Context: an optimization exercise on an open-source flow, tuned for small area. The choices shown serve that exercise and are no tape-out recipe.
Function was checked by simulation only, so behaviour that the tests miss may differ from the original.

// processing_element
module processing_element(activation, weight, out, clk, rst);
parameter NON_ZERO_WEIGHTS = 108,
          SPECIAL_CASE = 0,
          FRACTIONAL_BITS = 8,
          BIT_SIZE = 16;
output reg signed [BIT_SIZE-1:0] out;
input [BIT_SIZE-1:0] activation, weight;
input clk, rst;
reg [23:0] s_n;        
reg [15:0] d1, d2, d3, d4;   
reg [6:0] cnt;       
reg valid;           
wire load = (cnt == 0);
wire [23:0] nxt;
wire one1;
wire two2;
wire neg3;
wire none4;
wire ntwo5;
wire nx6;
wire nx7;
wire nx8;
wire nx9;
wire nx10;
wire nx11;
wire nx12;
wire nx13;
wire nx14;
wire nx15;
wire nx16;
wire nx17;
wire nx18;
wire nx19;
wire nx20;
wire nx21;
wire pp22;
wire pp23;
wire pp24;
wire pp25;
wire pp26;
wire pp27;
wire pp28;
wire pp29;
wire pp30;
wire pp31;
wire pp32;
wire pp33;
wire pp34;
wire pp35;
wire pp36;
wire pp37;
wire pp38;
wire one39;
wire two40;
wire neg41;
wire none42;
wire ntwo43;
wire nx44;
wire nx45;
wire nx46;
wire nx47;
wire nx48;
wire nx49;
wire nx50;
wire nx51;
wire nx52;
wire nx53;
wire nx54;
wire nx55;
wire nx56;
wire nx57;
wire nx58;
wire nx59;
wire pp60;
wire pp61;
wire pp62;
wire pp63;
wire pp64;
wire pp65;
wire pp66;
wire pp67;
wire pp68;
wire pp69;
wire pp70;
wire pp71;
wire pp72;
wire pp73;
wire pp74;
wire pp75;
wire pp76;
wire one77;
wire two78;
wire neg79;
  ...
clock: 6.5 ns
lec_check: 0
cap_margin: 0
core_margin: 2
core_utilization: 40
cts_buf_list: sky130_fd_sc_hd__clkbuf_8
gpl_timing_driven: 0
slew_margin: 0
synth_hierarchical: 1
standard.sh (not shown) runs the stock make flow with config.mk's settings and CLKGATE_MAP_FILE= SYNTH_SCRIPT=/design/flow/synth_recipe.tcl, a recipe that flattens the netlist after the stock synthesis.
==> flow/flow/run.sh <==
#!/bin/bash
# Standard layout; ports buffered with a small buffer, synthesis buffers removed before placement.
set -euo pipefail
export BUFFER_PORTS_ARGS="-buffer_cell sky130_fd_sc_hd__buf_1"
export REMOVE_ABC_BUFFERS=1
export RECOVER_POWER=100
export CTS_ARGS="-sink_clustering_enable -repair_clock_nets -buf_list sky130_fd_sc_hd__clkbuf_8 -dont_use_dummy_load"
bash standard.sh > standard_flow.log 2>&1
Change:
Settings changed: PLACE_DENSITY set to 0.7.
What happened: Wire length goes down by 3.7%; area after synthesis is unchanged; worst setup slack is better by 77 ps; global-route usage goes down by 0.70 points; utilization is unchanged.

* * *

processing_element, a different RTL version from the one above (not shown whole).
For scale: roughly 720 cells after synthesis, ~7800 um2 of cells after synthesis.
clock: 6.5 ns
lec_check: 0
cap_margin: 0
core_margin: 2
core_utilization: 40
cts_buf_list: sky130_fd_sc_hd__clkbuf_8
gpl_timing_driven: 0
slew_margin: 0
synth_hierarchical: 1
==> flow/flow/run.sh <==
#!/bin/bash
# The standard layout (standard.sh, unchanged synthesis) with a few ORFS knobs:
#  - ports buffered with the smallest buffer instead of ORFS's default pick,
#  - synthesis buffers removed before placement (repair_design re-buffers),
#  - power recovery (downsizing of non-critical cells) after global routing,
#  - CTS without dummy load cells.
# All tool output goes to standard_flow.log here and ORFS's own logs under orfs/logs.
set -euo pipefail
export BUFFER_PORTS_ARGS="-buffer_cell sky130_fd_sc_hd__buf_1"
export REMOVE_ABC_BUFFERS=1
export RECOVER_POWER=100
export CTS_ARGS="-sink_clustering_enable -sink_buffer_max_cap_derate 0.001 -repair_clock_nets -buf_list sky130_fd_sc_hd__clkbuf_8 -dont_use_dummy_load"
bash standard.sh > standard_flow.log 2>&1
Edit:
--- a/flow/flow/run.sh
+++ b/flow/flow/run.sh
@@ -10,4 +10,4 @@
 export REMOVE_ABC_BUFFERS=1
 export RECOVER_POWER=100
-export CTS_ARGS="-sink_clustering_enable -sink_buffer_max_cap_derate 0.001 -repair_clock_nets -buf_list sky130_fd_sc_hd__clkbuf_8 -dont_use_dummy_load"
+export CTS_ARGS="-repair_clock_nets -buf_list sky130_fd_sc_hd__clkbuf_8 -dont_use_dummy_load"
 bash standard.sh > standard_flow.log 2>&1
Register-to-register slack stays flat; worst setup slack stays the same; cell count does not change; wire length does not change; synthesized cell count is unchanged; via count does not change.

* * *

run A:
Another version of the RTL of processing_element (not shown whole).
Size in the first run: ~760 cells after synthesis, roughly 110 flip-flops, about 50 I/O pins, about 0.0085 mm^2 of cells after synthesis.
clock: 6.5 ns
lec_check: 0
cap_margin: 20
core_margin: 2
core_utilization: 40
cts_buf_list: sky130_fd_sc_hd__clkbuf_8
gpl_timing_driven: 0
slew_margin: 20
synth_hierarchical: 1
==> flow/flow/run.sh <==
#!/bin/bash
# Standard layout; ports buffered with a small buffer, synthesis buffers removed before placement.
set -euo pipefail
export BUFFER_PORTS_ARGS="-buffer_cell sky130_fd_sc_hd__buf_1"
export REMOVE_ABC_BUFFERS=1
export RECOVER_POWER=100
bash standard.sh > standard_flow.log 2>&1
Changes in run B relative to run A:
==> flow/flow/run.sh <==
#!/bin/bash
# Standard layout, with ports buffered by a small buffer instead of ORFS's default choice.
set -euo pipefail
export BUFFER_PORTS_ARGS="-buffer_cell sky130_fd_sc_hd__buf_1"
bash standard.sh > standard_flow.log 2>&1
==> comparison <==
Run B reached the final stage; the timing, DRC and antenna checks on its layout passed.
Run A completed every stage of the flow, and the final layout passed the timing, DRC and antenna checks.
Estimated wirelength of the detail-placed design: run B vs run A up 7.0%
Cmp run B vs run A: maximum number of pins on one net before global-route repair lower in run B
The net count reported at finish number comes out lower for run A vs run B.
Compare run B and run A | cell area higher: run B
Global-route usage was lower in run A than in run B.
Run B vs run A: shortest period the worst path allows up in run B
Modified inputs, run C compared to run B
==> flow/flow/run.sh <==
#!/bin/bash
# Standard layout; ports buffered with a small buffer, synthesis buffers removed before placement.
set -euo pipefail
export BUFFER_PORTS_ARGS="-buffer_cell sky130_fd_sc_hd__buf_1"
export REMOVE_ABC_BUFFERS=1
export RECOVER_POWER=100
export CTS_ARGS="-sink_clustering_enable -sink_clustering_size 30 -sink_clustering_max_diameter 200 -buf_list sky130_fd_sc_hd__clkbuf_16 -repair_clock_nets"
bash standard.sh > standard_flow.log 2>&1
==> results.txt <==
Against run B, via count of the first global-routing pass in run C fell slightly.
Via count: run C vs run B down 107
In the metrics for run C and run B, the one carrying the higher largest net degree at the start of global routing is run C.
Between run C and run B, non-clock buffer instance count of the final layout is lower for run C, run B comes in above that.
Compared with run B, run C shows total half-perimeter wirelength after legalization and detailed placement that has gone down by a few percent.
Final standard cell utilization of the core (run C over run B): decrease, 0.21 points
The run with more routed wire is run B, not run C.
The run showing the greater fraction of met1 tracks used by global routing is run B.
The growth of design area from synthesis to finish of run C is lower than that of run B.
Area: run C vs run B -> run C smaller
--- input diff run C..run D ---
Settings: changing CTS_BUF_LIST from sky130_fd_sc_hd__clkbuf_8 to sky130_fd_sc_hd__clkbuf_16; setting CTS_CLUSTER_SIZE to 30 for the first time.
==> flow/flow/run.sh <==
#!/bin/bash
# Standard layout, with ports buffered by a small buffer instead of ORFS's default choice.
set -euo pipefail
export BUFFER_PORTS_ARGS="-buffer_cell sky130_fd_sc_hd__buf_1"
bash standard.sh > standard_flow.log 2>&1
--- outcome ---
Changes observed in run D relative to run C: hold slack increased 3.9 ps.
Input-level comparison between run E and run D:
Settings: changing CTS_BUF_LIST from sky130_fd_sc_hd__clkbuf_16 to sky130_fd_sc_hd__clkbuf_8; removing CTS_CLUSTER_SIZE (formerly 30); changing CORE_UTILIZATION from 40 to 60.
### Flow results
Between run D and run E, the first-pass GRT wire length is lower for run D. Comparing run D and run E, the higher count of buffering cells on the critical path with inverters included was measured on run E. Compared to run D, run E was floorplanned on a smaller die. Against run D, final routed wirelength across all metal layers in run E rose by a few percent. Signed area change from the synthesized netlist to the final layout for run E is lower than for run D. Of the two values seen for launch point of the worst path, weight[1] was produced by run E and weight[3] by run D.

* * *

Setup of the previous run:
processing_element, a different RTL version from the one above (not shown whole).
Size in the first run: roughly 880 cells after synthesis, about 110 flip-flops, ~0.0092 sq mm of cells after synthesis.
make LEC_CHECK=0 CAP_MARGIN=20 CORE_MARGIN=2 CORE_UTILIZATION=40 SLEW_MARGIN=20 SYNTH_HIERARCHICAL=1 finish   # period 6.5 ns
run.sh (not shown) runs the stock make flow with config.mk's settings and CLKGATE_MAP_FILE= SYNTH_SCRIPT=/design/flow/synth_recipe.tcl, a recipe that flattens the netlist after the stock synthesis.
Stock flow here: none of the scripts above is used.
The final layout from the previous run, which completed every stage, passed the timing, DRC and antenna checks at the end of the flow.
Input-level comparison between the current run and the previous run:
- GPL_TIMING_DRIVEN: unset -> 0
## What came out
- Count of buffers from port buffering in the current run is 8.2% lower than in the previous run
- Looking at wire length of the first global-routing pass, the current run sits 920 um below the previous run.
- Diff the previous run -> the current run: design area saw a decrease; global-route total usage across every layer saw a decrease; setup slack saw a decrease; non-filler instance count after layout saw a decrease.
- The current run can be clocked slower than the previous run.

* * *

== oak ==
processing_element, a different RTL version from the one above (not shown whole).
Size in the first run: roughly 770 cells after synthesis, ~110 flip-flops, roughly 50 I/O pins.
clock: 6.5 ns
lec_check: 0
cap_margin: 20
core_margin: 2
core_utilization: 40
cts_buf_list: sky130_fd_sc_hd__clkbuf_8
gpl_timing_driven: 0
slew_margin: 20
synth_hierarchical: 1
standard.sh (not shown) runs the stock make flow with config.mk's settings and CLKGATE_MAP_FILE= SYNTH_SCRIPT=/design/flow/synth_recipe.tcl, a recipe that flattens the netlist after the stock synthesis.
==> flow/flow/run.sh <==
#!/bin/bash
# Standard layout, with ports buffered by a small buffer instead of ORFS's default choice.
set -euo pipefail
export BUFFER_PORTS_ARGS="-buffer_cell sky130_fd_sc_hd__buf_2"
bash standard.sh > standard_flow.log 2>&1
oak reached the final stage; the timing, DRC and antenna checks on its layout passed.
#### Input delta (pine over oak)
diff --git a/flow/flow/run.sh b/flow/flow/run.sh
--- a/flow/flow/run.sh
+++ b/flow/flow/run.sh
@@ -4 +4 @@
-export BUFFER_PORTS_ARGS="-buffer_cell sky130_fd_sc_hd__buf_2"
+export BUFFER_PORTS_ARGS="-buffer_cell sky130_fd_sc_hd__buf_1"
==> comparison <==
There was hardly any difference in met2 layer usage reported by global route between oak and pine.
Looking at pine and oak, the first-pass GRT wire length is a wash.
pine ended with every stage complete and zero timing, DRC or antenna violations.
Between pine and oak, the routed wire length is lower for oak.

## re-timing with driven ports
Ports are ideal in the flow. The routed layouts listed here were re-timed in OpenROAD.
Step 1: set_driving_cell puts a clkbuf_16 on clk and a buf_2 on each other input, an assumption about the parent block.
Step 2, shift: input delay + t, output delay - t, t = (earliest + latest rising clock arrival at the registers) / 2. This alone moves slack from input paths to output paths.
Slacks: no drivers / after step 1 / after step 2; pairs: no drivers / after step 1.
run	shift t [ns]	setup WS [ns]	worst register clock-pin slew, ns
the first run of note 1	0.409	0.307 / 0.326 / -0.083	0.11 / 0.11
the second run of note 1	0.403	0.383 / 0.401 / -0.002	0.10 / 0.10
the first run of note 2	0.383	0.272 / 0.276 / -0.107	0.11 / 0.11
the second run of note 2	0.383	0.272 / 0.276 / -0.107	0.11 / 0.11
run A	0.395	0.359 / 0.372 / -0.023	0.11 / 0.11
run B	0.383	0.274 / 0.290 / -0.093	0.10 / 0.10
run C	0.373	0.282 / 0.297 / -0.076	0.08 / 0.08
run D	0.370	0.277 / 0.295 / -0.075	0.07 / 0.07
run E	0.417	0.255 / 0.276 / -0.141	0.12 / 0.12
the previous run	0.380	0.360 / 0.376 / -0.004	0.08 / 0.08
the current run	0.376	0.234 / 0.248 / -0.127	0.08 / 0.08
oak	0.407	0.241 / 0.256 / -0.151	0.11 / 0.11
pine	0.406	0.200 / 0.210 / -0.196	0.11 / 0.11
Met with ideal ports but missed after step 2: setup timing in every run listed.
